Background: an optimization exercise with open tools, aiming at small area, a short achievable clock period and few clock cycles. Do not read the settings as production practice. Function was checked by simulation only, so behaviour that the tests miss may differ from the original. Power figures rest on the tool's default switching activity, not on a simulated workload.

[flow/run.sh]
#!/bin/bash
# synth_recipe.tcl (not shown) runs the flow's synth.tcl, then flattens the netlist and writes it again
# the make line also repeats each setting of config.mk as NAME=value (left out here)
make -C /OpenROAD-flow-scripts/flow DESIGN_CONFIG=/design/flow/config.mk WORK_HOME=/design/flow/orfs CLKGATE_MAP_FILE= SYNTH_SCRIPT=/design/flow/synth_recipe.tcl finish
[flow/config.mk]
export PLATFORM = sky130hd
export DESIGN_NAME = udp_transmit
export DESIGN_NICKNAME = udp_transmit
export VERILOG_FILES = /design/flow/design.v
export SDC_FILE = /design/flow/constraint.sdc
export NUM_CORES = 4
export LEC_CHECK = 0
export CAP_MARGIN = 20
export CORE_MARGIN = 2
export CORE_UTILIZATION = 40
export PLACE_DENSITY = 0.6
export SLEW_MARGIN = 20
[flow/constraint.sdc]
create_clock -name core_clock -period 5.0 [get_ports {clk}]
set_input_delay 1.0000 -clock core_clock [delete_from_list [all_inputs] [get_ports {clk}]]
set_output_delay 1.0000 -clock core_clock [all_outputs]
set_load 0.01 [all_outputs]
[flow/design.v]
`timescale 1 ns / 1 ps
module udp_send_data_buf
(
    input  wire        rst,
    input  wire        clk,
    input  wire [31:0] din,
    input  wire        wr_en,
    output wire        full,
    input  wire        rd_en,
    output wire [31:0] dout,
    output wire        empty
);
    reg [31:0] mem [0:15];
    reg [3:0]  wr_ptr;
    reg [3:0]  rd_ptr;
    reg [4:0]  count;
    wire do_wr = wr_en && !full;
    wire do_rd = rd_en && !empty;
    assign full  = (count == 5'd16);
    assign empty = (count == 5'd0);
    assign dout  = mem[rd_ptr];
    always @(posedge clk) begin
        if (do_wr)
            mem[wr_ptr] <= din;
    end
    always @(posedge clk) begin
        if (rst) begin
            wr_ptr <= 4'd0;
            rd_ptr <= 4'd0;
            count  <= 5'd0;
        end else begin
            if (do_wr)
                wr_ptr <= wr_ptr + 4'd1;
            if (do_rd)
                rd_ptr <= rd_ptr + 4'd1;
            case ({do_wr, do_rd})
                2'b10: count <= count + 5'd1;
                2'b01: count <= count - 5'd1;
                default: count <= count;
            endcase
        end
    end
endmodule
`timescale 1ns / 1ps
module crc_calc(
    input clk,
    input rst,
    input [31:0] din,
    input din_en,
    input sop,
    input eop,
    input inv_crc,
    output reg [15:0] crc_dout,
    output crc_rdy
    );
    reg [31 : 0] crc_lo;
    reg [31 : 0] crc_hi;
    reg [31 : 0] crc32;
    reg [31 : 0] crc16;
    reg [2 : 0] crc_calc_state;
    always @(posedge clk) begin
        if(rst == 1) begin
            crc_calc_state <= 0;
            crc_dout <= 16'h0000;
        end else begin
            case(crc_calc_state)
                0: begin 
                    if(din_en == 1) begin
                        if(sop == 1) begin
                            crc_lo <= {16'h0000, din[15 : 0]};
                            crc_hi <= {16'h0000, din[31 : 16]};        
                        end else begin
                            crc_lo <= crc_lo + din[15 : 0];
                            crc_hi <= crc_hi + din[31 : 16];
                        end                        
                        if(eop == 1) begin
                            crc_calc_state <= 1;
                        end
                    end
                end
                1: begin
                    crc32 <= crc_hi + crc_lo;
                    crc_calc_state <= 2;        
                end
                2: begin
                    crc16 <= crc32[15 : 0] + crc32[31 : 16];
                    crc_calc_state <= 3;    
                end
                3: begin
                    if(inv_crc == 1) begin
                        crc_dout <= ~crc16;
                    end else begin
                        crc_dout <= crc16;
                    end
                    crc_calc_state <= 4;    
                end
                4: begin                                
                    crc_calc_state <= 0;    
                end
            endcase    
        end
    end
    assign crc_rdy = (crc_calc_state == 4);                   
endmodule
`timescale 1 ns / 1 ps
module udp_transmit 
(
    input wire  clk,
    input wire  rst,
	output wire  eth_txd_tvalid,
	output wire [31 : 0] eth_txd_tdata,
	output wire [3 : 0] eth_txd_tkeep,
	output wire  eth_txd_tlast,
	input wire  eth_txd_tready,
	output wire                    eth_txc_tvalid,
	output wire [31 : 0] eth_txc_tdata,
	output wire [3 : 0] eth_txc_tkeep,
	output wire  eth_txc_tlast,
	input wire  eth_txc_tready,
    input wire [31 : 0]   s_axis_data_tdata,
    input wire                      s_axis_data_tvalid,
    output wire                     s_axis_data_tready,
    input wire                      s_axis_data_tlast
);
    wire [7 : 0] self_mac_addr[0 : 5];
    wire [7 : 0] self_ip_addr[0 : 3];
    assign self_mac_addr[0] = 8'h00;
    assign self_mac_addr[1] = 8'h00;
    assign self_mac_addr[2] = 8'h00;
    assign self_mac_addr[3] = 8'h00;
    assign self_mac_addr[4] = 8'h00;
    assign self_mac_addr[5] = 8'h02;
    assign self_ip_addr[0] = 8'd128;
    assign self_ip_addr[1] = 8'd1;
    assign self_ip_addr[2] = 8'd168;
    assign self_ip_addr[3] = 8'd192;
    integer i;
    wire [127 : 0] send_udp_ctrl_din;
    wire send_udp_ctrl_we;
    wire send_udp_ctrl_full;
    wire [31 : 0] send_udp_data_din;
    wire send_udp_data_we;
    wire send_udp_data_re;
    wire [31 : 0] send_udp_data_dout;
    wire send_udp_data_empty;
    wire send_udp_data_full;
    wire send_beat_ok;
    reg [15 : 0] send_udp_hdr[0 : 3]; 
    reg [15 : 0] send_udp_data_size;
    reg [15 : 0] send_udp_pkg_size;
    reg [31 : 0] send_ctrl[0 : 5];
    reg [2 : 0] send_ctrl_counter;
    reg [15 : 0] send_eth_hdr[0 : 6];
    reg [4 : 0] send_state;
    wire [31 : 0] ip_crc_calc_din;
    wire ip_crc_calc_en;
    wire ip_crc_calc_sop;
    wire ip_crc_calc_eop;
    wire [15 : 0] ip_crc_calc_result;
    wire ip_crc_calc_rdy;
    reg [15 : 0] send_ip_hdr[0 : 9];
    reg [2 : 0] ip_crc_calc_counter;
    udp_send_data_buf 
    udp_send_data_buf_i 
    (
        .rst(rst),
        .clk(clk),
        .din(s_axis_data_tdata),
        .wr_en(s_axis_data_tvalid),
        .full(send_udp_data_full),
        .rd_en(send_udp_data_re),
        .dout(send_udp_data_dout),
        .empty(send_udp_data_empty)
    );   
    assign send_udp_data_re = (send_state == 13) && (eth_txd_tready == 1) && (send_udp_data_size != 0);
    assign send_beat_ok = (send_udp_data_size == 0) || (send_udp_data_empty == 0);
    wire [127:0] send_udp_ctrl_dout;
    assign send_udp_ctrl_dout[47 : 0]  = 48'h01_00_00_00_00_00;
    assign send_udp_ctrl_dout[79 : 48] = {8'd192, 8'd168, 8'd1,   8'd100};
    assign send_udp_ctrl_dout[95 : 80] = 16'd30000;
    assign send_udp_ctrl_dout[111 : 96] = 16'd31000;
    assign send_udp_ctrl_dout[127 : 112] = 16'd1024;
    always @(posedge clk) begin
        if (rst) begin
            send_state <= 0;
            send_ctrl[0] <= 32'hA0000000;
            send_ctrl[1] <= 32'h00000000;
            send_ctrl[2] <= 32'h00000000;
            send_ctrl[3] <= 32'h00000000;
            send_ctrl[4] <= 32'h00000000;
            send_ctrl[5] <= 32'h00000000;
            send_ctrl_counter <= 0; 
        end else begin    
            case(send_state)  
                0: begin  
                    if(send_udp_data_empty == 0) begin
                        send_state <= 1; 
                    end
                end                
                1: begin  
                    if(eth_txc_tready == 1) begin
                        send_ctrl[5] <= send_ctrl[0];
                        for(i = 0; i < 5; i = i + 1) begin
                            send_ctrl[i] <= send_ctrl[i + 1];
                        end
                        if(send_ctrl_counter != 5) begin
                            send_ctrl_counter <= send_ctrl_counter + 1;
                        end else begin
                            send_ctrl_counter <= 0;
                            send_state <= 10;    
                        end
                    end
                end    
                10: begin  
                    {send_eth_hdr[0], send_eth_hdr[1], send_eth_hdr[2]} <= send_udp_ctrl_dout[47 : 0];
                    {send_eth_hdr[3], send_eth_hdr[4], send_eth_hdr[5]} <= {self_mac_addr[4], self_mac_addr[5], self_mac_addr[2], self_mac_addr[3], self_mac_addr[0], self_mac_addr[1]};
                    send_eth_hdr[6] <= 16'h0008;
                    send_ip_hdr[0] <= 16'h0045;
                    {send_ip_hdr[1][7 : 0], send_ip_hdr[1][15 : 8]} <= send_udp_ctrl_dout[127 : 112] + 28;
                    send_ip_hdr[2] <= 16'h0000;
                    send_ip_hdr[3] <= 16'h0000;
                    send_ip_hdr[4] <= 16'h1180;
                    send_ip_hdr[5] <= 16'h0000;
                    {send_ip_hdr[6], send_ip_hdr[7]} <= {self_ip_addr[2], self_ip_addr[3], self_ip_addr[0], self_ip_addr[1]};
                    {send_ip_hdr[8], send_ip_hdr[9]} <= send_udp_ctrl_dout[79 : 48];
                    send_udp_hdr[0] <= {send_udp_ctrl_dout[103 : 96], send_udp_ctrl_dout[111 : 104]};                
                    send_udp_hdr[1] <= {send_udp_ctrl_dout[87 : 80], send_udp_ctrl_dout[95 : 88]};                 
                    {send_udp_hdr[2][7 : 0], send_udp_hdr[2][15 : 8]} <= send_udp_ctrl_dout[127 : 112] + 8;
                    send_udp_hdr[3] <= 16'h0000; 
                    send_udp_data_size <= send_udp_ctrl_dout[127 : 112];
                    send_udp_pkg_size <= send_udp_ctrl_dout[127 : 112] + 42;
                    ip_crc_calc_counter <= 4;                        
                    send_state <= 11;
                end
                11: begin  
                    if(ip_crc_calc_counter == 0) begin
                        send_state <= 12;
                    end else begin
                        ip_crc_calc_counter <= ip_crc_calc_counter - 1;
                    end
                    for(i = 0; i < 4; i = i + 1) begin
                        send_ip_hdr[i * 2] <= send_ip_hdr[(i + 1) * 2];
                        send_ip_hdr[i * 2 + 1] <= send_ip_hdr[(i + 1) * 2 + 1];                     
                    end        
                    send_ip_hdr[8] <= send_ip_hdr[0];
                    send_ip_hdr[9] <= send_ip_hdr[1];                   
                end
                12: begin  
                    if(ip_crc_calc_rdy == 1) begin
                        send_ip_hdr[5] <= ip_crc_calc_result;
                        send_state <= 13;
                    end
                end
                13: begin
                    if(eth_txd_tready == 1 && send_beat_ok == 1) begin
                        for(i = 0; i < 2; i = i + 1) begin
                            send_eth_hdr[i * 2] <= send_eth_hdr[(i + 1) * 2];
                            send_eth_hdr[i * 2 + 1] <= send_eth_hdr[(i + 1) * 2 + 1];
                        end
                        send_eth_hdr[4] <= send_eth_hdr[6];
                        send_eth_hdr[5] <= send_ip_hdr[0];
                        send_eth_hdr[6] <= send_ip_hdr[1];
                        send_ip_hdr[0] <= send_ip_hdr[2];
                        for(i = 0; i < 3; i = i + 1) begin
                            send_ip_hdr[i * 2 + 2] <= send_ip_hdr[(i + 1) * 2 + 2];
                            send_ip_hdr[i * 2 + 1] <= send_ip_hdr[(i + 1) * 2 + 1];
                        end
                        send_ip_hdr[7] <= send_ip_hdr[9];
                        send_ip_hdr[8] <= send_udp_hdr[0];
                        send_ip_hdr[9] <= send_udp_hdr[1];
                        send_udp_hdr[0] <= send_udp_hdr[2];
                        send_udp_hdr[1] <= send_udp_hdr[3];
                        send_udp_hdr[2] <= send_udp_data_dout[15 : 0];
                        send_udp_hdr[3] <= send_udp_data_dout[31 : 16];
                        if(send_udp_data_size > 4) begin
                            send_udp_data_size <= send_udp_data_size - 4;
                        end else begin
                            send_udp_data_size <= 0;
                        end
                        if(send_udp_pkg_size > 4) begin
                            send_udp_pkg_size <= send_udp_pkg_size - 4;
                        end else begin
                            send_udp_pkg_size <= 0;
                            send_state <= 0;
                        end 
                    end
                end
            endcase
        end
    end
    crc_calc ip_crc_calc_i 
    (
        .clk(clk),
        .rst(rst),
        .din(ip_crc_calc_din),
        .din_en(ip_crc_calc_en),
        .sop(ip_crc_calc_sop),
        .eop(ip_crc_calc_eop),
        .inv_crc(1),
        .crc_dout(ip_crc_calc_result),
        .crc_rdy(ip_crc_calc_rdy)
    );    
    assign ip_crc_calc_din = {send_ip_hdr[1], send_ip_hdr[0]};
    assign ip_crc_calc_en =  (send_state == 5) || (send_state == 11);
    assign ip_crc_calc_sop = (ip_crc_calc_counter == 4);            
    assign ip_crc_calc_eop = (ip_crc_calc_counter == 0);       
    assign s_axis_data_tready = ~send_udp_data_full;
    assign eth_txc_tkeep = 4'hF;
    assign eth_txc_tvalid = (send_state == 1); 
    assign eth_txc_tlast = (send_state == 1) && (send_ctrl_counter == 5);
    assign eth_txc_tdata = send_ctrl[0];
    reg [3 : 0] eth_txd_tkeep_mux;
    always @(*) begin
        if(send_state == 13 && send_udp_pkg_size == 3) 
            eth_txd_tkeep_mux <= 4'h7;
        else if(send_state == 13 && send_udp_pkg_size == 2) 
            eth_txd_tkeep_mux <= 4'h3;
        else if(send_state == 13 && send_udp_pkg_size == 1) 
            eth_txd_tkeep_mux <= 4'h1;            
        else
            eth_txd_tkeep_mux <= 4'hF;    
    end
    assign eth_txd_tkeep = eth_txd_tkeep_mux;
    assign eth_txd_tvalid = (send_state == 3) || (send_state == 9) || ((send_state == 13) && (send_beat_ok == 1));
    assign eth_txd_tlast = ((send_state == 13) && (send_udp_pkg_size <= 4));
    assign eth_txd_tdata = {send_eth_hdr[1], send_eth_hdr[0]}; 
endmodule
==> notes.md, run 1 <==
- Vias/cell: 5.13
- Share of final-layout standard cells stronger than drive strength 1: 12.4%
- Kind of cell adding the most delay to the critical path: simple AND/OR/NAND/NOR gates
- Wire length of the first global-routing pass: 158000 um
- Result of the run: timing/DRC/antenna clean
- Highest net fanout along the worst path: 5
- Number of port buffers: 108
- Initial drt markers: 2452
- Number of slew-limit violations in the final report: 0
- Maximum resistive drop on vdd: 0.000340 V
- I/O Pins: 115
- Buf+Inv Stages, Crit Path: 1
- Fin. Hold Viols: 0
- DR vias: 27800
- Startpoint types: flip-flop
- Setup repair after global routing missed its margin: false
- Site Rows: 130
- Post-synthesis sequential area ratio: 68.8%
- Part of the total power dissipated in combinational logic: 4.4%
- Proportion of power drawn by flip-flops and latches: 50.5%
- Number of nets in the layout: 3792
- H-tree levels: 4
- Clock Path Buffers: 3
- Count of cells along the worst register-to-register path: 10
- Headroom to the max-slew limit: 31.5%
- Leakage dissipation: 19.2 nW
- Worst path max stage delay: 0.64 ns
- DRC violations left: 0
- Global routing met1 resource utilization: 21.7%
- CTS Sinks: 1230
- Clock share of power: 45.1%
- Crit path max-delay cell type: clkdlybuf4s50_1
- Area Overhead vs Synth: 15.6%
- Global placer's final weighted congestion: 0.810
- Share of total power consumed by net switching: 22.1%
- Post-DP HPWL: 59500 um
- Area taken by multi-input logic gates: 0.0150 mm^2
- Path category of the worst min-delay check: reg -> reg
- Fill cells: 10900
- Starting density of the core: 40.1%
- Overflow left after global routing: 0
- Net switching power figure: 4.91 mW
- Slack of the critical path: 0.471 ns
- WHS: 0.420 ns
- Post-route clock period utilization: 90.6%
- Antenna violations before repair: 4
- Average footprint of a synthesized cell: 14.2 um^2
- Critical path cell sequence: or4_4 -> nor3_4 -> a31oi_1 -> a21oi_1 -> a21oi_1 -> nor2b_1 -> clkdlybuf4s50_1
- Quantity of gates resized following cts: 0
- End-of-flow core utilization: 46.4%
- Setup slack after placement: 1.22 ns
- Syn Inst Count: 3534
- Hold Path Cell Cnt: 1
- Final std cell area, no fill: 0.0581 mm^2
- Number of antenna cells inserted: 0
- Register Area: 0.0346 mm^2
- Height of the chip: 359 um
- Number of flops mapped to enable cells by yosys: 995
- Global routing met2 resource utilization: 25.7%
- Async S/R FF share, synth: 0%
- Remaining antenna violation count after routing: 0
- Maxcap violations: 0
- TritonCTS buffer count: 137
- Kind of critical path: reg -> out
- Critical path depth in cells: 7
- Final wirelength: 102000 um
- Count of different cell masters after synthesis: 77
- Worst path arrival time: 3.53 ns
- Worst setup path start: send_udp_data_size[9]
- GR peak layer: met2
- Internal power summed over all cells: 17.3 mW
- Via count of the first global-routing pass: 27000
- Skew final: 0.0419 ns
- PwrDens: 383 mW/mm^2
- Post-Synthesis Cell Area: 0.0503 mm^2
- Warning count from the yosys run: 8
- Total Power Consumption: 22.2 mW
- GR met3 Demand/Resource: 3.07%
- Critical path's most frequent cell: a21oi_1
- Area of the core: 0.125 mm^2
- Number of search-and-repair iterations in the first detailed-routing pass: 7
- Die X: 359 um
- Reg-to-reg critical path startpoint: send_ip_hdr[1][0]
- Number of post-CTS setup repair buffers: 0
- Avg WL per Cell: 18.8 um
- Latest clock arrival within the worst-skew pair: 0.77 ns
- Final setup violation count: 0
- CTS tree: yes
- Min Tclk post-route: 4.53 ns
- Area of the die: 0.129 mm^2
- Seq cells post-synth: 1230
- Required time worst endpoint: 4.00 ns
- CTS root buf: clkbuf_16
- Pin count of the biggest net entering global routing: 205
- Clock-pin slew on the worst setup and hold paths: 0.05 ns
- Actual slew at the worst max-slew pin: 1.03 ns
- Post-placement cell area: 0.0535 mm^2
- Predominant post-synthesis flop cell: edfxtp_1
- Cts hold-fix bufs: 0
- Endpoint kind of the worst setup timing path: primary output
- Worst Min Path Start: ip_crc_calc_i.crc16[3]
- Maximum clock frequency: 221 MHz
- Total track usage: 16.0%
## through the flow
stage / instances / TNS [ns]
2_1_floorplan: 3538 / -44.44
3_3_place_gp: 5168 / 0
3_5_place_dp: 5168 / 0
4_1_cts: 5419 / 0
5_1_grt: 5419 / 0
6_report: 5419 / 0
## power by group through the flow
stage | Combinational [mW] | Sequential, mW | Clock, mW
final | 0.985 | 11.2 | 10.0
after global routing | 1.10 | 11.2 | 10.7
after CTS | 0.998 | 11.2 | 10.3
after detailed placement | 0.993 | 11.4 | 0
after global placement | 0.987 | 11.4 | 0
after floorplan | 0.700 | 11.4 | 0
## Yosys cell counts, types with 12 or more instances
library cell  instances  area (um^2)
and3_1               18          113
a22o_1               39          342
ha_1                 93         1160
a21o_1               29          218
buf_1                12         45.0
a21oi_1             288         1440
nor2b_1              12         75.1
xor2_1               59          517
o21ai_0              73          365
dfxtp_1             235         4700
nand2b_1             59          369
mux4_2              160         3600
nand4_1              13         81.3
nand2_1             500         1880
inv_1                40          150
nor3_1               34          170
and2_1              262         1640
edfxtp_1            995        29900
nand3_1              19         95.1
nor2_1              160          601
or3_1                16          100
a211oi_1             23          173
xnor2_1              57          499
a31oi_1              21          131
clkbuf_1            166          623
## area by class of cell
| type | instances | share of cell area (%) |
|---|---|---|
| Timing Repair Buffer | 167 | 2.97 |
| Sequential cell | 1230 | 59.5 |
| Clock buffer | 189 | 6.61 |
| Multi-Input combinational cell | 2081 | 25.8 |
| Clock inverter | 62 | 1.24 |
| Tap cell | 1650 | 3.55 |
| Inverter | 40 | 0.258 |
## sequential cells by signal (all words and copies together) (netlist names), 4 cells and up, named ones only
register	flops
send_ctrl	192
ip_crc_calc_i.crc16	16
send_udp_pkg_size	16
send_eth_hdr	112
send_state	4
ip_crc_calc_i.crc_hi	32
ip_crc_calc_i.crc_dout	16
udp_send_data_buf_i.rd_ptr	4
udp_send_data_buf_i.mem	512
send_ip_hdr	160
send_udp_data_size	16
udp_send_data_buf_i.count	5
send_udp_hdr	64
ip_crc_calc_i.crc32	32
udp_send_data_buf_i.wr_ptr	4
ip_crc_calc_i.crc_lo	32
## layout by cell type, fill, tap and decap left out, types with 23 or more instances in the layout
cell	Yosys	final
a211oi_1	23	23
a21o_1	29	29
a21oi_1	288	287
a22o_1	39	39
and2_1	262	260
buf_4	5	43
clkbuf_1	166	37
clkbuf_16	0	143
clkdlybuf4s50_1	0	107
dfxtp_1	235	231
edfxtp_1	995	995
ha_1	93	93
inv_1	40	40
mux4_2	160	160
nand2_1	500	497
nand2b_1	59	59
nor2_1	160	146
nor3_1	34	30
o21ai_0	73	73
xnor2_1	57	57
xor2_1	59	59
## logic make-up after synthesis
logic type	share of synthesized area [%]
AO/OA/AOI/OAI	6.70
XOR/XNOR	2.02
adder cells (fa/ha/maj)	2.47
buffers and inverters	1.74
flip-flops	68.8
multiplexers	7.39
other	0.00746
AND/OR/NAND/NOR	10.9
## path summary, 6_finish.rpt
path / to / slack [ns]
setup / recovery: eth_txd_tvalid / 0.47
hold / removal: ip_crc_calc_i.crc_dout[3] / 0.42
setup reg to reg: ip_crc_calc_i.crc_hi[24] / 1.16
hold reg to reg: ip_crc_calc_i.crc_dout[3] / 0.42
## routing by layer
layer / wire (um) / vias to the layer above / part of all wire [%]
met4: 2540 / 4 / 2.5
met5: 25 / - / 0.024
met2: 48700 / 529 / 48
met3: 4730 / 152 / 4.6
met1: 46100 / 13800 / 45
li1: - / 13300 / -
Testbench counts, summed over its fixed seeds: cycles 23,790.
==> inputs of run 2 (changes only) <==
==> flow/design.v (replaced) <==
module udp_send_data_buf;
endmodule
module crc_calc;
endmodule
`timescale 1 ns / 1 ps
module udp_transmit
(
    input wire  clk,
    input wire  rst,
    output wire  eth_txd_tvalid,
    output wire [31 : 0] eth_txd_tdata,
    output wire [3 : 0] eth_txd_tkeep,
    output wire  eth_txd_tlast,
    input wire  eth_txd_tready,
    output wire                    eth_txc_tvalid,
    output wire [31 : 0] eth_txc_tdata,
    output wire [3 : 0] eth_txc_tkeep,
    output wire  eth_txc_tlast,
    input wire  eth_txc_tready,
    input wire [31 : 0]   s_axis_data_tdata,
    input wire                      s_axis_data_tvalid,
    output wire                     s_axis_data_tready,
    input wire                      s_axis_data_tlast
);
    reg [8:0]  cnt;
    reg        c_done, d_done;   
    reg [31:0] h;        
    reg        h_v;
    reg [15:0] p;        
    wire ctrl    = (cnt < 9'd6);
    wire hdr     = (cnt < 9'd10);
    wire payload = (cnt >= 9'd10) && (cnt <= 9'd265);
    wire lastb   = (cnt == 9'd266);
    assign eth_txc_tvalid = ctrl && h_v && !c_done;
    wire c_first = (cnt == 9'd0);
    assign eth_txc_tdata  = {c_first, 1'b0, c_first, cnt[8:3], 23'h0};
    assign eth_txc_tkeep  = {4{h_v}};
    assign eth_txc_tlast  = (cnt == 9'd5);
    wire [3:0]  b = cnt[3:0];
    wire [31:0] hv = (b == 4'd0) ? 32'h0000_0100 :
                     (b == 4'd1) ? 32'h0002_0000 :
                     (b == 4'd3) ? 32'h0045_0008 :
                     (b == 4'd4) ? 32'h0000_1c04 :
                     (b == 4'd5) ? 32'h1180_0000 :
                     (b == 4'd6) ? 32'ha8c0_e767 :
                     (b == 4'd7) ? 32'hc0a8_8001 :
                     (b == 4'd8) ? 32'h1879_0164 :
                     (b == 4'd9) ? 32'h0804_3075 : 32'h0;
    assign eth_txd_tvalid = ctrl ? (h_v && !d_done) : (!payload || h_v);
    assign eth_txd_tdata[31:16] = (hdr || lastb) ? hv[31:16] : h[15:0];
    assign eth_txd_tdata[15:0]  = (hdr || cnt == 9'd10) ? hv[15:0] : p;
    assign eth_txd_tkeep  = {{2{!lastb}}, {2{!d_done}}};
    assign eth_txd_tlast  = lastb;
    wire c_go = eth_txc_tvalid && eth_txc_tready;
    wire d_go = eth_txd_tvalid && eth_txd_tready;
    wire take = payload && h_v && eth_txd_tready;
    assign s_axis_data_tready = !h_v || (payload && eth_txd_tready);
    wire wr = s_axis_data_tvalid && s_axis_data_tready;
    always @(posedge clk) begin
        if (rst) begin
            cnt <= 9'd0;
            h_v <= 1'b0;
            c_done <= 1'b0;
            d_done <= 1'b0;
        end else begin
            if (ctrl) begin
                if ((c_done || c_go) && (d_done || d_go)) begin
                    cnt <= cnt + 9'd1;
                    c_done <= 1'b0;
                    d_done <= 1'b0;
                end else begin
                    c_done <= c_done || c_go;
                    d_done <= d_done || d_go;
                end
            end else if (d_go)
                cnt <= lastb ? 9'd0 : cnt + 9'd1;
            if (wr) h_v <= 1'b1;
            else if (take) h_v <= 1'b0;
        end
    end
    always @(posedge clk) begin
        if (wr) h <= s_axis_data_tdata;
        if (take) p <= h[31:16];
    end
endmodule
--- a/flow/config.mk
+++ b/flow/config.mk
@@ -9,4 +9,5 @@
 export CORE_MARGIN = 2
 export CORE_UTILIZATION = 40
 export PLACE_DENSITY = 0.6
+export SETUP_SLACK_MARGIN = 2.5
 export SLEW_MARGIN = 20
==> notes.md, run 2 <==
- Top cells by area in the synthesized netlist: edfxtp_1 (48%), buf_4 (8.2%), dfxtp_1 (7.9%) (was edfxtp_1 (59%), dfxtp_1 (9.4%), mux4_2 (7.2%))
- Endpoint kind of the worst setup timing path: primary output (unchanged)
- Final wirelength: 8650 um (was 102000 um)
- Headroom to the max-slew limit: 30.2% (was 31.5%)
- Latest clock arrival within the worst-skew pair: 0.34 ns (was 0.77 ns)
- Part of the total power dissipated in combinational logic: 9.2% (was 4.4%)
- Largest registers ranked by flip-flop count: h x32, p x16, cnt x9 (was udp_send_data_buf_i.mem x512, send_ctrl x192, send_ip_hdr x160)
- Area Overhead vs Synth: 71.3% (was 15.6%)
- Post-DP HPWL: 4930 um (was 59500 um)
- I/O Pins: 115 (unchanged)
- Result of the run: timing/DRC/antenna clean (unchanged)
- Post-Synthesis Cell Area: 0.00302 mm^2 (was 0.0503 mm^2)
- Setup repair after global routing missed its margin: true (was false)
- Clock-pin slew on the worst setup and hold paths: 0.08 ns (was 0.05 ns)
- Startpoint types: flip-flop (unchanged)
- TritonCTS buffer count: 9 (was 137)
- Required time worst endpoint: 4.00 ns (about the same)
- Most repeated cell in the gate-level netlist after synthesis: edfxtp_1 (unchanged)
- Area fraction of the dominant cell type after synthesis: 47.7% (was 59.4%)
- Final setup violation count: 0 (unchanged)
- Internal power summed over all cells: 0.896 mW (was 17.3 mW)
- Warning count from the yosys run: 1 (was 8)
- Register with the most flip-flops: h (was udp_send_data_buf_i.mem)
- Syn Inst Count: 290 (was 3534)
- Fin. Hold Viols: 0 (unchanged)
- Predominant post-synthesis flop cell: edfxtp_1 (unchanged)
- Worst path arrival time: 2.21 ns (was 3.53 ns)
- Maximum clock frequency: 312 MHz (was 221 MHz)
- Die X: 90.9 um (was 359 um)
- Count of cells along the worst register-to-register path: 10 (unchanged)
- Highest net fanout along the worst path: 4 (was 5)
- Post-placement cell area: 0.00395 mm^2 (was 0.0535 mm^2)
- Total track usage: 18.6% (was 16.0%)
- Clock share of power: 42.5% (was 45.1%)
- Avg WL per Cell: 15.8 um (was 18.8 um)
- Most frequent standard cell in the layout excluding fill and tap cells: edfxtp_1 (unchanged)
- Starting density of the core: 41.5% (was 40.1%)
- Number of flops mapped to enable cells by yosys: 48 (was 995)
- Initial drt markers: 142 (was 2452)
- Critical path depth in cells: 5 (was 7)
- Critical path cell sequence: or4_4 -> a222oi_1 -> o21a_2 -> a21o_1 -> buf_2 (was or4_4 -> nor3_4 -> a31oi_1 -> a21oi_1 -> a21oi_1 -> nor2b_1 -> clkdlybuf4s50_1)
- Kind of cell adding the most delay to the critical path: compound AO/OA/AOI/OAI gates (was simple AND/OR/NAND/NOR gates)
- Area of the die: 0.00827 mm^2 (was 0.129 mm^2)
- Post-synthesis sequential area ratio: 55.6% (was 68.8%)
- Global placer's final weighted congestion: 0.805 (was 0.810)
- Worst path max stage delay: 0.60 ns (was 0.64 ns)
- Via count of the first global-routing pass: 2492 (was 27000)
- Cell types with the highest counts after synthesis: edfxtp_1 (48), nand2_1 (40), buf_4 (33), nor2_1 (24), o21ai_0 (18) (was edfxtp_1 (995), nand2_1 (500), a21oi_1 (288), and2_1 (262), dfxtp_1 (235))
- PwrDens: 225 mW/mm^2 (was 383 mW/mm^2)
- Area of the core: 0.00729 mm^2 (was 0.125 mm^2)
- Hold Path Cell Cnt: 0 (was 1)
- Most frequent cells in the layout: edfxtp_1 (48), clkdlybuf4s50_1 (47), buf_4 (41), buf_6 (36), buf_2 (25) (was edfxtp_1 (995), nand2_1 (497), a21oi_1 (287), and2_1 (260), dfxtp_1 (231))
- Number of antenna cells inserted: 0 (unchanged)
- Final std cell area, no fill: 0.00518 mm^2 (was 0.0581 mm^2)
- Setup_tns: 0 ns (unchanged)
- DR vias: 2712 (was 27800)
- Antenna violations before repair: 0 (was 4)
- Min Tclk post-route: 3.21 ns (was 4.53 ns)
- Number of nets in the layout: 485 (was 3792)
- Share of final-layout standard cells stronger than drive strength 1: 48.2% (was 12.4%)
- Overflow left after global routing: 0 (unchanged)
- Average footprint of a synthesized cell: 10.4 um^2 (was 14.2 um^2)
- Vias/cell: 4.96 (was 5.13)
- CTS tree: yes (unchanged)
- Actual slew at the worst max-slew pin: 1.05 ns (was 1.03 ns)
- Count of different cell masters after synthesis: 45 (was 77)
- Buf+Inv Stages, Crit Path: 1 (unchanged)
- Proportion of power drawn by flip-flops and latches: 48.3% (was 50.5%)
- Number of search-and-repair iterations in the first detailed-routing pass: 4 (was 7)
- Area leader, netlist: edfxtp_1 (unchanged)
- Clock Path Buffers: 2 (was 3)
- Wire length of the first global-routing pass: 12000 um (was 158000 um)
- Maximum resistive drop on vdd: 0.000218 V (was 0.000340 V)
- Remaining antenna violation count after routing: 0 (unchanged)
- Crit path max-delay cell type: or4_4 (was clkdlybuf4s50_1)
- Post-route clock period utilization: 64.1% (was 90.6%)
- DRC violations left: 0 (unchanged)
- Largest register FFs: 32 (was 512)
- H-tree levels: 3 (was 4)
- Skew final: 0.00927 ns (was 0.0419 ns)
- Maxcap violations: 0 (unchanged)
- CTS root buf: clkbuf_8 (was clkbuf_16)
- Net switching power figure: 0.268 mW (was 4.91 mW)
- Number of slew-limit violations in the final report: 0 (unchanged)
- Pin count of the biggest net entering global routing: 33 (was 205)
- Path category of the worst min-delay check: reg -> reg (unchanged)
- Kind of critical path: reg -> out (unchanged)
- CTS Sinks: 60 (was 1230)
- Seq cells post-synth: 60 (was 1230)
- Async S/R FF share, synth: 0% (unchanged)
- WHS: 0.413 ns (was 0.420 ns)
- Height of the chip: 90.9 um (was 359 um)
- Number of port buffers: 89 (was 108)
- Share of total power consumed by net switching: 23.0% (was 22.1%)
- Leakage dissipation: 2.16 nW (was 19.2 nW)
- Site Rows: 31 (was 130)
==> run 2: cell types whose count changed in the layout (fill, tap and decap cells not counted), moves of 59 or more <==
cell             previous run  this run
a21oi_1                   287        11
and2_1                    260         3
clkbuf_16                 143         1
clkdlybuf4s50_1           107        47
dfxtp_1                   231         3
edfxtp_1                  995        48
ha_1                       93         0
mux4_2                    160         0
nand2_1                   497        23
nor2_1                    146        17
o21ai_0                    73         2
xor2_1                     59         0
==> run 2: worst paths after layout <==
kind	start	to	slack (ns)
worst min register to register	h[21]	p[5]	0.41
worst max register to register	cnt[7]	h[1]	2.24
worst min-delay path	h[21]	p[5]	0.41
worst max-delay path	cnt[7]	eth_txd_tvalid	1.79
==> run 2: power by group through the flow <==
| stage | clock [mW] | sequential [mW] | combinational, mW |
|---|---|---|---|
| 2_1_floorplan | 0 | 0.574 | 0.0545 |
| 3_3_place_gp | 0 | 0.575 | 0.0826 |
| 3_5_place_dp | 0 | 0.576 | 0.0839 |
| 4_1_cts | 0.501 | 0.562 | 0.0943 |
| 5_1_grt | 0.527 | 0.564 | 0.115 |
| 6_report | 0.495 | 0.562 | 0.107 |
==> run 2: worst register-to-register path, cell delays in order (launching register included) <==
cell and delay [ns]:
dfxtp_4 0.35, buf_4 0.13, buf_6 0.12, nor4_4 0.27, buf_6 0.15, buf_6 0.11, nand2_4 0.05, nor2_1 0.13
o21ai_2 0.07, buf_4 0.16, a21oi_4 0.81
==> run 2: area by class of cell <==
class / instances / area, um^2
well taps: 99 / 124
inverters: 9 / 42.5
fillers: 522 / 2110
repair buffers: 162 / 1500
multi-input cells: 201 / 1580
flip-flops and latches: 60 / 1710
clock buffers: 9 / 124
clock inverters: 7 / 100
==> run 2: cell families after synthesis <==
| family | synth area share (%) |
|---|---|
| compound gates | 13.2 |
| xor+xnor | 0.290 |
| fa+ha+maj | 1.66 |
| buf+inv | 10.9 |
| flops | 55.6 |
| mux | 1.78 |
| other cells | 0.124 |
| simple gates | 16.3 |
==> run 2: per-layer routing <==
metal	up-vias	global-route usage (%)	wire (um)
met3	13	6.31	611
met2	108	31.2	4420
li1	1299	-	-
met4	0	6.06	123
met5	-	0	0
met1	1292	22.5	3490
==> run 2: through the flow <==
| stage | cells | power, mW | util, % | setup WS, ns |
|---|---|---|---|---|
| 5_1_grt | 547 | 1.21 | 71.0 | 1.72 |
| 3_3_place_gp | 458 | 0.657 | 54.1 | 1.55 |
| 6_report | 547 | 1.16 | 71.0 | 1.79 |
| 4_1_cts | 513 | 1.16 | 63.9 | 1.80 |
| 2_1_floorplan | 313 | 0.628 | - | 2.39 |
| 3_5_place_dp | 458 | 0.660 | 54.1 | 1.51 |
==> run 2: timing repair <==
action,4_1_cts,5_1_grt
setup endpoints to repair,85,82
buffers inserted,39,32
endpoints found under the hold margin,0,0
pin swaps,26,47
resized for setup,181,135
gates cloned,0,2
hold buffers,0,0
Testbench counts of run 2, summed over its fixed seeds: cycles 26,443.
==> inputs of run 3 (changes only) <==
==> flow/design.v (replaced) <==
module udp_send_data_buf;
endmodule
module crc_calc;
endmodule
`timescale 1 ns / 1 ps
module udp_transmit
(
    input wire  clk,
    input wire  rst,
    output wire  eth_txd_tvalid,
    output wire [31 : 0] eth_txd_tdata,
    output wire [3 : 0] eth_txd_tkeep,
    output wire  eth_txd_tlast,
    input wire  eth_txd_tready,
    output wire                    eth_txc_tvalid,
    output wire [31 : 0] eth_txc_tdata,
    output wire [3 : 0] eth_txc_tkeep,
    output wire  eth_txc_tlast,
    input wire  eth_txc_tready,
    input wire [31 : 0]   s_axis_data_tdata,
    input wire                      s_axis_data_tvalid,
    output wire                     s_axis_data_tready,
    input wire                      s_axis_data_tlast
);
    reg [8:0]  nb;           
    reg [31:0] s;            
    reg        s_rdy;        
    reg [15:0] p;
    reg [31:0] o;            
    reg        o_v, o_last;
    reg        c_v, c_first, c_last;
    wire ctrl    = (nb >= 9'd506);
    wire hdr     = !ctrl && (nb < 9'd10);
    wire payload = !ctrl && (nb >= 9'd10) && (nb <= 9'd265);
    wire lastb   = (nb == 9'd266);
    wire [3:0]  b = nb[3:0];
    wire [31:0] hv = (b == 4'd0) ? 32'h0000_0100 :
                     (b == 4'd1) ? 32'h0002_0000 :
                     (b == 4'd3) ? 32'h0045_0008 :
                     (b == 4'd4) ? 32'h0000_1c04 :
                     (b == 4'd5) ? 32'h1180_0000 :
                     (b == 4'd6) ? 32'ha8c0_e767 :
                     (b == 4'd7) ? 32'hc0a8_8001 :
                     (b == 4'd8) ? 32'h1879_0164 :
                     (b == 4'd9) ? 32'h0804_3075 : 32'h0;
    wire acc    = s_axis_data_tvalid && s_rdy;
    wire have_w = !s_rdy || s_axis_data_tvalid;
    wire [31:0] w = s_rdy ? s_axis_data_tdata : s;
    wire c_free = !c_v || eth_txc_tready;
    wire o_free = !o_v || eth_txd_tready;
    wire c_step = ctrl && c_free && (nb != 9'd506 || !s_rdy);
    wire o_step = !ctrl && o_free && (!payload || have_w);
    wire take   = o_step && payload;
    always @(posedge clk) begin
        if (rst) begin
            nb <= 9'd506;
            s_rdy <= 1'b1;
            o_v <= 1'b0;
            c_v <= 1'b0;
        end else begin
            if (c_step || o_step)
                nb <= lastb ? 9'd506 : nb + 9'd1;
            if (take) s_rdy <= 1'b1;
            else if (acc) s_rdy <= 1'b0;
            if (o_free) o_v <= o_step;
            if (c_free) c_v <= c_step;
        end
    end
    always @(posedge clk) begin
        if (s_rdy) s <= s_axis_data_tdata;
        if (take) p <= w[31:16];
        if (o_free) begin
            o[31:16] <= (hdr || lastb) ? hv[31:16] : w[15:0];
            o[15:0]  <= (hdr || nb == 9'd10) ? hv[15:0] : p;
            o_last   <= lastb;
        end
        if (c_free) begin
            c_first <= (nb == 9'd506);
            c_last  <= (nb == 9'd511);
        end
    end
    assign s_axis_data_tready = s_rdy;
    assign eth_txd_tvalid = o_v;
    assign eth_txd_tdata  = o;
    assign eth_txd_tkeep  = {{2{!o_last}}, {2{o_v}}};
    assign eth_txd_tlast  = o_last;
    assign eth_txc_tvalid = c_v;
    assign eth_txc_tdata  = {c_first, 1'b0, c_first, {5{!c_v}}, 24'h0};
    assign eth_txc_tkeep  = {4{c_v}};
    assign eth_txc_tlast  = c_last;
endmodule
--- a/flow/config.mk
+++ b/flow/config.mk
@@ -7,7 +7,7 @@
 export LEC_CHECK = 0
 export CAP_MARGIN = 20
 export CORE_MARGIN = 2
-export CORE_UTILIZATION = 40
-export PLACE_DENSITY = 0.6
-export SETUP_SLACK_MARGIN = 2.5
+export CORE_UTILIZATION = 60
+export PLACE_DENSITY = 0.7
+export SETUP_SLACK_MARGIN = 2.6
 export SLEW_MARGIN = 20
==> notes.md, run 3 <==
- Result of the run: timing/DRC/antenna clean (unchanged)
- CTS Sinks: 95 (was 60)
- Hold Path Cell Cnt: 1 (was 0)
- Maxcap violations: 0 (unchanged)
- Global placer's final weighted congestion: 0.808 (was 0.805)
- Wire length of the first global-routing pass: 13500 um (was 12000 um)
- Internal power summed over all cells: 1.56 mW (was 0.896 mW)
- Vias/cell: 5.33 (was 4.96)
- Final std cell area, no fill: 0.00538 mm^2 (was 0.00518 mm^2)
- Via count of the first global-routing pass: 2715 (was 2492)
- Setup repair after global routing missed its margin: false (was true)
- Cts hold-fix bufs: 0 (unchanged)
- Highest net fanout along the worst path: 5 (was 4)
- Area of the core: 0.00683 mm^2 (was 0.00729 mm^2)
- Reg-to-reg critical path startpoint: nb[0] (was cnt[7])
- Avg WL per Cell: 16.0 um (was 15.8 um)
- Site Rows: 30 (was 31)
- Count of cells along the worst register-to-register path: 7 (was 10)
- Post-DP HPWL: 5550 um (was 4930 um)
- Total track usage: 23.1% (was 18.6%)
- TritonCTS buffer count: 9 (unchanged)
- Net switching power figure: 0.740 mW (was 0.268 mW)
- Worst path max stage delay: 0.56 ns (was 0.60 ns)
- Initial drt markers: 183 (was 142)
- Part of the total power dissipated in combinational logic: 34.2% (was 9.2%)
- Maximum clock frequency: 431 MHz (was 312 MHz)
- Proportion of power drawn by flip-flops and latches: 44.0% (was 48.3%)
- Area fraction of the dominant cell type after synthesis: 35.8% (was 47.7%)
- Actual slew at the worst max-slew pin: 0.573 ns (was 1.05 ns)
- Required time worst endpoint: 4.00 ns (about the same)
- Worst hold endpoint: s[0] (was p[5])
- Clock Path Buffers: 2 (unchanged)
- Path category of the worst min-delay check: reg -> reg (unchanged)
- Seq cells post-synth: 95 (was 60)
- Die X: 88.4 um (was 90.9 um)
- Syn Inst Count: 367 (was 290)
- Fin. Hold Viols: 0 (unchanged)
- I/O Pins: 115 (unchanged)
- Final wirelength: 8690 um (was 8650 um)
- Buf+Inv Stages, Crit Path: 1 (unchanged)
- Clock share of power: 21.8% (was 42.5%)
- Post-route clock period utilization: 46.4% (was 64.1%)
- End-of-flow core utilization: 78.8% (was 71.0%)
- Predominant post-synthesis flop cell: edfxtp_1 (unchanged)
- Critical path cell sequence: clkdlybuf4s50_1 (was or4_4 -> a222oi_1 -> o21a_2 -> a21o_1 -> buf_2)
- Crit path max-delay cell type: clkdlybuf4s50_1 (was or4_4)
- Warning count from the yosys run: 1 (unchanged)
- Height of the chip: 88.4 um (was 90.9 um)
- Average footprint of a synthesized cell: 11.6 um^2 (was 10.4 um^2)
- Final setup violation count: 0 (unchanged)
- DRC violations left: 0 (unchanged)
- Number of search-and-repair iterations in the first detailed-routing pass: 5 (was 4)
- Cell types with the highest counts after synthesis: edfxtp_1 (51), dfxtp_1 (44), buf_4 (38), mux2_2 (37), nand2_1 (30) (was edfxtp_1 (48), nand2_1 (40), buf_4 (33), nor2_1 (24), o21ai_0 (18))
- Top cells by area in the synthesized netlist: edfxtp_1 (36%), dfxtp_1 (21%), mux2_2 (9.7%) (was edfxtp_1 (48%), buf_4 (8.2%), dfxtp_1 (7.9%))
- End of the worst register-to-register path: nb[7] (was h[1])
- Worst path arrival time: 1.32 ns (was 2.21 ns)
- Share of final-layout standard cells stronger than drive strength 1: 19.0% (was 48.2%)
- Post-synthesis sequential area ratio: 56.4% (was 55.6%)
- Critical path depth in cells: 1 (was 5)
- Largest registers ranked by flip-flop count: o x32, s x32, p x16 (was h x32, p x16, cnt x9)
- Worst Min Path Start: s[0] (was h[21])
- PwrDens: 427 mW/mm^2 (was 225 mW/mm^2)
- CTS root buf: clkbuf_8 (unchanged)
- Latest clock arrival within the worst-skew pair: 0.35 ns (was 0.34 ns)
- Min Tclk post-route: 2.32 ns (was 3.21 ns)
- Most frequent cells in the layout: clkdlybuf4s50_1 (79), edfxtp_1 (51), dfxtp_1 (39), mux2_2 (37), nand2_1 (30) (was edfxtp_1 (48), clkdlybuf4s50_1 (47), buf_4 (41), buf_6 (36), buf_2 (25))
- R2R setup slack: 2.77 ns (was 2.24 ns)
- Number of port buffers: 88 (was 89)
- Setup_tns: 0 ns (unchanged)
- Headroom to the max-slew limit: 61.8% (was 30.2%)
- Leakage dissipation: 2.12 nW (was 2.16 nW)
- Number of slew-limit violations in the final report: 0 (unchanged)
- Area leader, netlist: edfxtp_1 (unchanged)
- Starting density of the core: 62.6% (was 41.5%)
- Count of different cell masters after synthesis: 51 (was 45)
- Kind of cell adding the most delay to the critical path: buffers and inverters (was compound AO/OA/AOI/OAI gates)
- Area taken by multi-input logic gates: 0.00162 mm^2 (was 0.00158 mm^2)
- Fill cells: 457 (was 522)
- Startpoint types: flip-flop (unchanged)
- Clock-pin slew on the worst setup and hold paths: 0.08 ns (about the same)
- Number of flops mapped to enable cells by yosys: 51 (was 48)
- CTS tree: yes (unchanged)
- Post-Synthesis Cell Area: 0.00427 mm^2 (was 0.00302 mm^2)
- Antenna violations before repair: 0 (unchanged)
- Skew final: 0.00724 ns (was 0.00927 ns)
- Area of the die: 0.00781 mm^2 (was 0.00827 mm^2)
- Most repeated cell in the gate-level netlist after synthesis: edfxtp_1 (unchanged)
- H-tree levels: 3 (unchanged)
- Remaining antenna violation count after routing: 0 (unchanged)
- Maximum resistive drop on vdd: 0.000217 V (was 0.000218 V)
- Kind of critical path: reg -> out (unchanged)
- Post-placement cell area: 0.00501 mm^2 (was 0.00395 mm^2)
- DR vias: 2900 (was 2712)
- Register Area: 0.00242 mm^2 (was 0.00171 mm^2)
- Number of nets in the layout: 486 (was 485)
- Area Overhead vs Synth: 25.9% (was 71.3%)
- Pin count of the biggest net entering global routing: 22 (was 33)
- Number of antenna cells inserted: 0 (unchanged)
- Async S/R FF share, synth: 0% (unchanged)
- Share of total power consumed by net switching: 32.2% (was 23.0%)
- Overflow left after global routing: 0 (unchanged)
- Most frequent standard cell in the layout excluding fill and tap cells: clkdlybuf4s50_1 (was edfxtp_1)
- Endpoint kind of the worst setup timing path: primary output (unchanged)
-- run 3: cell families after synthesis --
group / count (synthesis) / share of synthesized area [%]
simple gates: 103 / 12.1
flops: 95 / 56.4
buf+inv: 64 / 9.72
compound gates: 60 / 9.92
mux: 39 / 10.2
fa+ha+maj: 5 / 1.46
other cells: 1 / 0.0877
-- run 3: repair_timing --
action / 4_1_cts / 5_1_grt
cloned: 1 / 0
gates resized for setup: 9 / 15
buffers inserted: 7 / 2
pin swaps: 2 / 3
setup endpoints to repair: 43 / 37
-- run 3: per-layer routing --
layer  GRT usage (%)  routed length (um)
met1            30.0                3720
met2            38.1                4360
met3            4.38                 466
met4            10.1                 153
met5               0                   0
-- run 3: how the worst max path moves through the flow --
stage,from,end,slack [ns]
6_report,o_v,eth_txd_tkeep[0],2.68
3_3_place_gp,eth_txd_tready,nb[7],1.54
5_1_grt,o_v,eth_txd_tvalid,2.62
3_5_place_dp,eth_txd_tready,nb[7],1.49
2_1_floorplan,eth_txd_tready,nb[6],2.58
4_1_cts,o_v,eth_txd_tkeep[0],2.54
-- run 3: power by group through the flow --
stage	logic, mW	clock network [mW]	registers [mW]
final	0.785	0.501	1.01
after global routing	0.846	0.544	1.03
after CTS	0.752	0.507	1.01
after detailed placement	0.704	0	1.03
after global placement	0.689	0	1.03
after floorplan	0.505	0	1.02
-- run 3: final cells by class --
type | count | area share [%]
clock buffer | 12 | 2.70
multi-input combinational | 233 | 30.1
sequential | 95 | 45.0
inverter | 7 | 0.488
clock inverter | 4 | 1.00
timing repair buffer | 97 | 18.4
tap | 96 | 2.23
-- run 3: stage by stage --
stage / instances / hold WS [ns] / power (mW) / setup slack, ns
2_1_floorplan: 391 / 0.444 / 1.53 / 2.58
3_3_place_gp: 518 / 0.453 / 1.72 / 1.54
3_5_place_dp: 518 / 0.459 / 1.73 / 1.49
4_1_cts: 542 / 0.480 / 2.27 / 2.54
5_1_grt: 544 / 0.490 / 2.42 / 2.62
6_report: 544 / 0.478 / 2.30 / 2.68
Testbench counts of run 3, summed over its fixed seeds: cycles 26,921.
==> inputs of run 4 (changes only) <==
--- a/flow/config.mk
+++ b/flow/config.mk
@@ -9,5 +9,4 @@
 export CORE_MARGIN = 2
 export CORE_UTILIZATION = 60
 export PLACE_DENSITY = 0.7
-export SETUP_SLACK_MARGIN = 2.6
 export SLEW_MARGIN = 20
==> notes.md, run 4 <==
- Remaining antenna violation count after routing: 0 (unchanged)
- Cts hold-fix bufs: 0 (unchanged)
- Area of the core: 0.00683 mm^2 (unchanged)
- CTS root buf: clkbuf_8 (unchanged)
- Actual slew at the worst max-slew pin: 1.00 ns (was 0.573 ns)
- Required time worst endpoint: 4.00 ns (about the same)
- Avg WL per Cell: 15.2 um (was 16.0 um)
- Post-Synthesis Cell Area: 0.00427 mm^2 (unchanged)
- Number of slew-limit violations in the final report: 0 (unchanged)
- Clock-pin slew on the worst setup and hold paths: 0.09 ns (was 0.08 ns)
- Cell types with the highest counts after synthesis: edfxtp_1 (51), dfxtp_1 (44), buf_4 (38), mux2_2 (37), nand2_1 (30) (unchanged)
- Number of nets in the layout: 479 (was 486)
- Area Overhead vs Synth: 22.6% (was 25.9%)
- Endpoint kind of the worst setup timing path: primary output (unchanged)
- Path category of the worst min-delay check: reg -> reg (unchanged)
- Maximum clock frequency: 313 MHz (was 431 MHz)
- Kind of critical path: reg -> out (unchanged)
- Skew final: 0.00638 ns (was 0.00724 ns)
- Min Tclk post-route: 3.20 ns (was 2.32 ns)
- Number of flops mapped to enable cells by yosys: 51 (unchanged)
- Count of different cell masters after synthesis: 51 (unchanged)
- Wire length of the first global-routing pass: 13000 um (was 13500 um)
- Top cells by area in the synthesized netlist: edfxtp_1 (36%), dfxtp_1 (21%), mux2_2 (9.7%) (unchanged)
- Clock Path Buffers: 2 (unchanged)
- Overflow left after global routing: 0 (unchanged)
- Seq cells post-synth: 95 (unchanged)
- Fill cells: 490 (was 457)
- Antenna violations before repair: 0 (unchanged)
- I/O Pins: 115 (unchanged)
- DR vias: 2865 (was 2900)
- Most repeated cell in the gate-level netlist after synthesis: edfxtp_1 (unchanged)
- Site Rows: 30 (unchanged)
- Most frequent standard cell in the layout excluding fill and tap cells: clkdlybuf4s50_1 (unchanged)
- CTS Sinks: 95 (unchanged)
- Maximum resistive drop on vdd: 0.000238 V (was 0.000217 V)
- Final wirelength: 8150 um (was 8690 um)
- Setup slack after placement: 1.46 ns (was 1.49 ns)
- Async S/R FF share, synth: 0% (unchanged)
- Final setup violation count: 0 (unchanged)
- Number of antenna cells inserted: 0 (unchanged)
- Total track usage: 21.8% (was 23.1%)
- Area fraction of the dominant cell type after synthesis: 35.8% (unchanged)
- Result of the run: timing/DRC/antenna clean (unchanged)
- Global placer's final weighted congestion: 0.813 (was 0.808)
- Number of post-CTS setup repair buffers: 0 (was 7)
- Die X: 88.4 um (unchanged)
- Number of search-and-repair iterations in the first detailed-routing pass: 4 (was 5)
- Fin. Hold Viols: 0 (unchanged)
- Area of the die: 0.00781 mm^2 (unchanged)
- TritonCTS buffer count: 9 (unchanged)
- Headroom to the max-slew limit: 33.0% (was 61.8%)
- Syn Inst Count: 367 (unchanged)
- PwrDens: 434 mW/mm^2 (was 427 mW/mm^2)
- Leakage dissipation: 2.04 nW (was 2.12 nW)
- Setup_tns: 0 ns (unchanged)
- Largest registers ranked by flip-flop count: o x32, s x32, p x16 (unchanged)
- Slack of the critical path: 1.80 ns (was 2.68 ns)
- Cell Count, Final, Fillers Out: 537 (was 544)
- Latest clock arrival within the worst-skew pair: 0.35 ns (about the same)
- Number of port buffers: 88 (unchanged)
- Maxcap violations: 0 (unchanged)
- Area leader, netlist: edfxtp_1 (unchanged)
- CTS tree: yes (unchanged)
- Share of final-layout standard cells stronger than drive strength 1: 14.7% (was 19.0%)
- Predominant post-synthesis flop cell: edfxtp_1 (unchanged)
- Highest net fanout along the worst path: 20 (was 5)
- Most frequent cells in the layout: clkdlybuf4s50_1 (88), edfxtp_1 (51), dfxtp_1 (44), mux2_2 (37), nand2_1 (30) (was clkdlybuf4s50_1 (79), edfxtp_1 (51), dfxtp_1 (39), mux2_2 (37), nand2_1 (30))
- Vias/cell: 5.34 (was 5.33)
- Count of placed standard cells including taps: 521 (was 518)
- Worst path arrival time: 2.20 ns (was 1.32 ns)
- Setup repair after global routing missed its margin: false (unchanged)
- Post-DP HPWL: 5740 um (was 5550 um)
- H-tree levels: 3 (unchanged)
- Post-synthesis sequential area ratio: 56.4% (unchanged)
- DRC violations left: 0 (unchanged)
- Starting density of the core: 62.6% (unchanged)
- Average footprint of a synthesized cell: 11.6 um^2 (unchanged)
- Via count of the first global-routing pass: 2739 (was 2715)
- Warning count from the yosys run: 1 (unchanged)
- Height of the chip: 88.4 um (unchanged)
- Post-route clock period utilization: 64.0% (was 46.4%)
- Quantity of gates resized following cts: 0 (was 9)
- Initial drt markers: 215 (was 183)
- Pin count of the biggest net entering global routing: 36 (was 22)
- End-of-flow core utilization: 76.7% (was 78.8%)
- Startpoint types: flip-flop (unchanged)
-- run 4: cell types whose count changed in the layout (fill, tap and decap cells not counted), moves of 3 or more --
cell             delta
dlymetal6s2s_1      -6
dlygate4sd2_1       -3
clkdlybuf4s50_1     +9
dfxtp_2             -4
buf_4               -4
dfxtp_1             +5
-- run 4: critical path: stages (launching register included) --
cell and delay (ns):
dfxtp_1 0.83, buf_4 0.41, clkdlybuf4s50_1 0.59
-- run 4: per-layer routing --
metal / vias up / GRT usage (%) / part of all wire, %
li1: 1379 / - / -
met1: 1369 / 28.4 / 42
met2: 107 / 36.2 / 50
met3: 10 / 5.60 / 6.7
met4: 0 / 6.61 / 1.2
met5: - / 0 / 0
-- run 4: worst paths after layout --
kind              startpoint                  to  slack (ns)  depth (start not counted)
setup / recovery       s_rdy  s_axis_data_tready        1.80                          2
hold / removal          s[0]                s[0]        0.48                          1
setup reg to reg       nb[1]               nb[7]        2.31                          7
hold reg to reg         s[0]                s[0]        0.48                          1
-- run 4: power breakdown --
group	leakage (nW)	switching, mW	internal [mW]
logic	1.04	0.365	0.333
clock network	0.112	0.256	0.314
registers	0.884	0.0749	0.931
-- run 4: layout make-up --
cell class              count  area (um^2)  area share (%)
clock buffers              12          156            2.99
clock inverters             4         76.3            1.46
inverters                   7         26.3           0.502
multi-input cells         232         1540            29.5
flip-flops and latches     95         2410            46.0
well taps                  96          120            2.29
repair buffers             91          903            17.2
-- run 4: logic make-up after synthesis --
group,share of synthesized area (%)
AND/OR/NAND/NOR,12.1
adder cells (fa/ha/maj),1.46
multiplexers,10.2
AO/OA/AOI/OAI,9.92
flip-flops,56.4
buffers and inverters,9.72
other,0.0877
-- run 4: per-stage QoR --
stage	total power, mW	hold slack [ns]	cell area [um^2]
2_1_floorplan	1.51	0.444	4360
5_1_grt	2.39	0.496	5240
3_3_place_gp	1.70	0.452	5010
4_1_cts	2.28	0.480	5240
6_report	2.27	0.477	5240
3_5_place_dp	1.72	0.460	5010
==> inputs of run 5 (changes only) <==
--- a/flow/config.mk
+++ b/flow/config.mk
@@ -7,6 +7,7 @@
 export LEC_CHECK = 0
 export CAP_MARGIN = 20
 export CORE_MARGIN = 2
-export CORE_UTILIZATION = 60
-export PLACE_DENSITY = 0.7
+export CORE_UTILIZATION = 40
+export PLACE_DENSITY = 0.6
+export SETUP_SLACK_MARGIN = 3.2
 export SLEW_MARGIN = 20
==> notes.md, run 5 <==
- Maxcap violations: 0 (unchanged)
- Final std cell area, no fill: 0.00597 mm^2 (was 0.00524 mm^2)
- Initial drt markers: 193 (was 215)
- Latest clock arrival within the worst-skew pair: 0.37 ns (was 0.35 ns)
- End of the critical path: nb[6] (was s_axis_data_tready)
- Actual slew at the worst max-slew pin: 0.613 ns (was 1.00 ns)
- Top cells by area in the synthesized netlist: edfxtp_1 (36%), dfxtp_1 (21%), mux2_2 (9.7%) (unchanged)
- WHS: 0.482 ns (was 0.477 ns)
- Count of placed standard cells including taps: 559 (was 521)
- R2R setup slack: 3.01 ns (was 2.31 ns)
- Headroom to the max-slew limit: 58.9% (was 33.0%)
- Post-DP HPWL: 5980 um (was 5740 um)
- PwrDens: 435 mW/mm^2 (was 434 mW/mm^2)
- TritonCTS buffer count: 9 (unchanged)
- Most frequent cells in the layout: edfxtp_1 (51), buf_4 (39), buf_2 (38), mux2_2 (32), dfxtp_1 (32) (was clkdlybuf4s50_1 (88), edfxtp_1 (51), dfxtp_1 (44), mux2_2 (37), nand2_1 (30))
- Pin count of the biggest net entering global routing: 23 (was 36)
- End-of-flow core utilization: 57.6% (was 76.7%)
- Number of slew-limit violations in the final report: 0 (unchanged)
- Number of flops mapped to enable cells by yosys: 51 (unchanged)
- Syn Inst Count: 367 (unchanged)
- Overflow left after global routing: 0 (unchanged)
- Antenna violations before repair: 0 (unchanged)
- Endpoint kind of the worst setup timing path: flip-flop (was primary output)
- Final wirelength: 10500 um (was 8150 um)
- CTS Sinks: 95 (unchanged)
- Number of nets in the layout: 530 (was 479)
- Reg-to-reg critical path startpoint: s_rdy (was nb[1])
- Maximum resistive drop on vdd: 0.000166 V (was 0.000238 V)
- Clock Path Buffers: 2 (unchanged)
- Cts hold-fix bufs: 0 (unchanged)
- Setup repair after global routing missed its margin: true (was false)
- Count of cells along the worst register-to-register path: 8 (was 7)
- Min Tclk post-route: 2.00 ns (was 3.20 ns)
- CTS root buf: clkbuf_8 (unchanged)
- Seq cells post-synth: 95 (unchanged)
- Die X: 107 um (was 88.4 um)
- Clock-pin slew on the worst setup and hold paths: 0.10 ns (was 0.09 ns)
- Share of final-layout standard cells stronger than drive strength 1: 44.9% (was 14.7%)
- Count of different cell masters after synthesis: 51 (unchanged)
- Fin. Hold Viols: 0 (unchanged)
- Worst setup path start: s_axis_data_tvalid (was s_rdy)
- End of the worst register-to-register path: nb[6] (was nb[7])
- Starting density of the core: 41.2% (was 62.6%)
- Avg WL per Cell: 16.7 um (was 15.2 um)
- Cell types with the highest counts after synthesis: edfxtp_1 (51), dfxtp_1 (44), buf_4 (38), mux2_2 (37), nand2_1 (30) (unchanged)
- Area of the core: 0.0104 mm^2 (was 0.00683 mm^2)
- Leakage dissipation: 2.46 nW (was 2.04 nW)
- Skew final: 0.00977 ns (was 0.00638 ns)
- CTS tree: yes (unchanged)
- Height of the chip: 107 um (was 88.4 um)
- DR vias: 3118 (was 2865)
- I/O Pins: 115 (unchanged)
- Global placer's final weighted congestion: 0.762 (was 0.813)
- Area of the die: 0.0115 mm^2 (was 0.00781 mm^2)
- Post-synthesis sequential area ratio: 56.4% (unchanged)
- Result of the run: timing/DRC/antenna clean (unchanged)
- Number of port buffers: 88 (unchanged)
- Highest net fanout along the worst path: 6 (was 20)
- Predominant post-synthesis flop cell: edfxtp_1 (unchanged)
- Async S/R FF share, synth: 0% (unchanged)
- Area leader, netlist: edfxtp_1 (unchanged)
- Vias/cell: 4.96 (was 5.34)
- Startpoint types: input pin (was flip-flop)
- Number of antenna cells inserted: 0 (unchanged)
- Most frequent standard cell in the layout excluding fill and tap cells: edfxtp_1 (was clkdlybuf4s50_1)
- Via count of the first global-routing pass: 2882 (was 2739)
- Most repeated cell in the gate-level netlist after synthesis: edfxtp_1 (unchanged)
- Area Overhead vs Synth: 39.7% (was 22.6%)
- Final setup violation count: 0 (unchanged)
- H-tree levels: 3 (unchanged)
- DRC violations left: 0 (unchanged)
- Largest registers ranked by flip-flop count: o x32, s x32, p x16 (unchanged)
- Kind of critical path: in -> reg (was reg -> out)
- Path category of the worst min-delay check: reg -> reg (unchanged)
- Area fraction of the dominant cell type after synthesis: 35.8% (unchanged)
- Warning count from the yosys run: 1 (unchanged)
- Required time worst endpoint: 5.27 ns (was 4.00 ns)
- Post-Synthesis Cell Area: 0.00427 mm^2 (unchanged)
- Remaining antenna violation count after routing: 0 (unchanged)
- Number of search-and-repair iterations in the first detailed-routing pass: 4 (unchanged)
- Post-placement cell area: 0.00509 mm^2 (was 0.00501 mm^2)
- Average footprint of a synthesized cell: 11.6 um^2 (unchanged)
- Worst path arrival time: 2.27 ns (was 2.20 ns)
- Total track usage: 17.7% (was 21.8%)
- Maximum clock frequency: 500 MHz (was 313 MHz)
- Post-route clock period utilization: 40.0% (was 64.0%)
- Wire length of the first global-routing pass: 15600 um (was 13000 um)
- Site Rows: 37 (was 30)
- Cell Count, Final, Fillers Out: 628 (was 537)
- Setup_tns: 0 ns (unchanged)
==> run 5: metal layers <==
layer  routed length [um]  global-route usage, %
met3                  643                   2.97
met4                  157                   6.68
met1                 4440                   23.3
met5                    0                      0
met2                 5280                   29.3
==> run 5: power breakdown <==
group | switching, mW | internal, mW | leakage, nW | total [mW]
sequential | 0.0826 | 0.941 | 0.885 | 1.02
clock | 0.300 | 0.208 | 0.0997 | 0.508
combinational | 0.544 | 0.524 | 1.48 | 1.07
total | 0.926 | 1.67 | 2.46 | 2.60
==> run 5: cell type report <==
| cell class | count | area (um^2) |
|---|---|---|
| tap | 136 | 170 |
| clock buffer | 10 | 138 |
| sequential | 95 | 2450 |
| timing repair buffer | 139 | 1180 |
| inverter | 7 | 33.8 |
| multi-input combinational | 235 | 1930 |
| clock inverter | 6 | 63.8 |
| fill | 876 | 4400 |
==> run 5: worst min-delay path by stage <==
| stage | from | to | slack (ns) | depth (start not counted) |
|---|---|---|---|---|
| 2_1_floorplan | s[10] | s[10] | 0.44 | 1 |
| 3_3_place_gp | s[9] | s[9] | 0.45 | 1 |
| 3_5_place_dp | s[9] | s[9] | 0.46 | 1 |
| 4_1_cts | s[13] | s[13] | 0.48 | 1 |
| 5_1_grt | s[8] | s[8] | 0.49 | 1 |
| 6_report | s[10] | s[10] | 0.48 | 1 |
==> run 5: logic make-up after synthesis <==
group | synth area share (%)
AOI/OAI and AO/OA | 9.92
adders and majority gates | 1.46
other | 0.0877
DFF | 56.4
and+or+nand+nor | 12.1
buffers and inverters | 9.72
muxes | 10.2
==> run 5: metrics by stage <==
step | setup slack, ns | power, mW
global route | 2.94 | 2.72
floorplan | 2.58 | 1.54
CTS | 3.02 | 2.46
finish | 3.00 | 2.60
detailed placement | 1.49 | 1.76
global placement | 1.53 | 1.75
==> run 5: what timing repair did <==
action | CTS | global route
resized for setup | 303 | 38
pin swaps | 17 | 21
setup endpoints to repair | 152 | 102
gates cloned | 4 | 0
buffers inserted | 26 | 23
hold endpoints to repair | 0 | 0
==> run 5: worst max-delay path, cell delays in order <==
cell	delay [ns]
buf_6	0.08
nor2b_4	0.04
and3_4	0.19
a211oi_4	0.37
buf_4	0.18
o21bai_1	0.07
a221o_1	0.34

separate check: timing with driven ports:
The results above use ideal ports. As a check the final layouts listed here were re-extracted and re-timed, cells and wires unchanged.
Step 1 (the two cells are an assumption about what drives the block):
set clk [get_ports {clk}]
set_driving_cell -lib_cell sky130_fd_sc_hd__clkbuf_16 $clk
set_driving_cell -lib_cell sky130_fd_sc_hd__buf_2 [delete_from_list [all_inputs] $clk]
Step 2, shift: input delay + t, output delay - t, t = (earliest + latest rising clock arrival at the registers) / 2. This alone moves slack from input paths to output paths.
a / b / c = no drivers / after step 1 / after step 2; a / b = the first two.
run	shift t [ns]	slack for setup (ns)	worst hold slack (ns)	worst setup path at the end
run 1	0.826	0.471 / 0.400 / 1.164	0.420 / 0.420 / 0.420	register to register
run 2	0.363	1.795 / 1.769 / 2.132	0.413 / 0.413 / 0.413	register to output
run 3	0.375	2.680 / 2.649 / 2.492	0.478 / 0.478 / 0.478	input to register
run 4	0.377	1.802 / 1.773 / 1.466	0.477 / 0.477 / 0.477	input to register
run 5	0.398	2.998 / 2.970 / 2.572	0.482 / 0.482 / 0.482	input to register
After both steps every run listed still meets setup and hold. The setup slack of run 5, which loses most, moves by -0.028 ns with the drivers and by -0.426 ns with both steps.
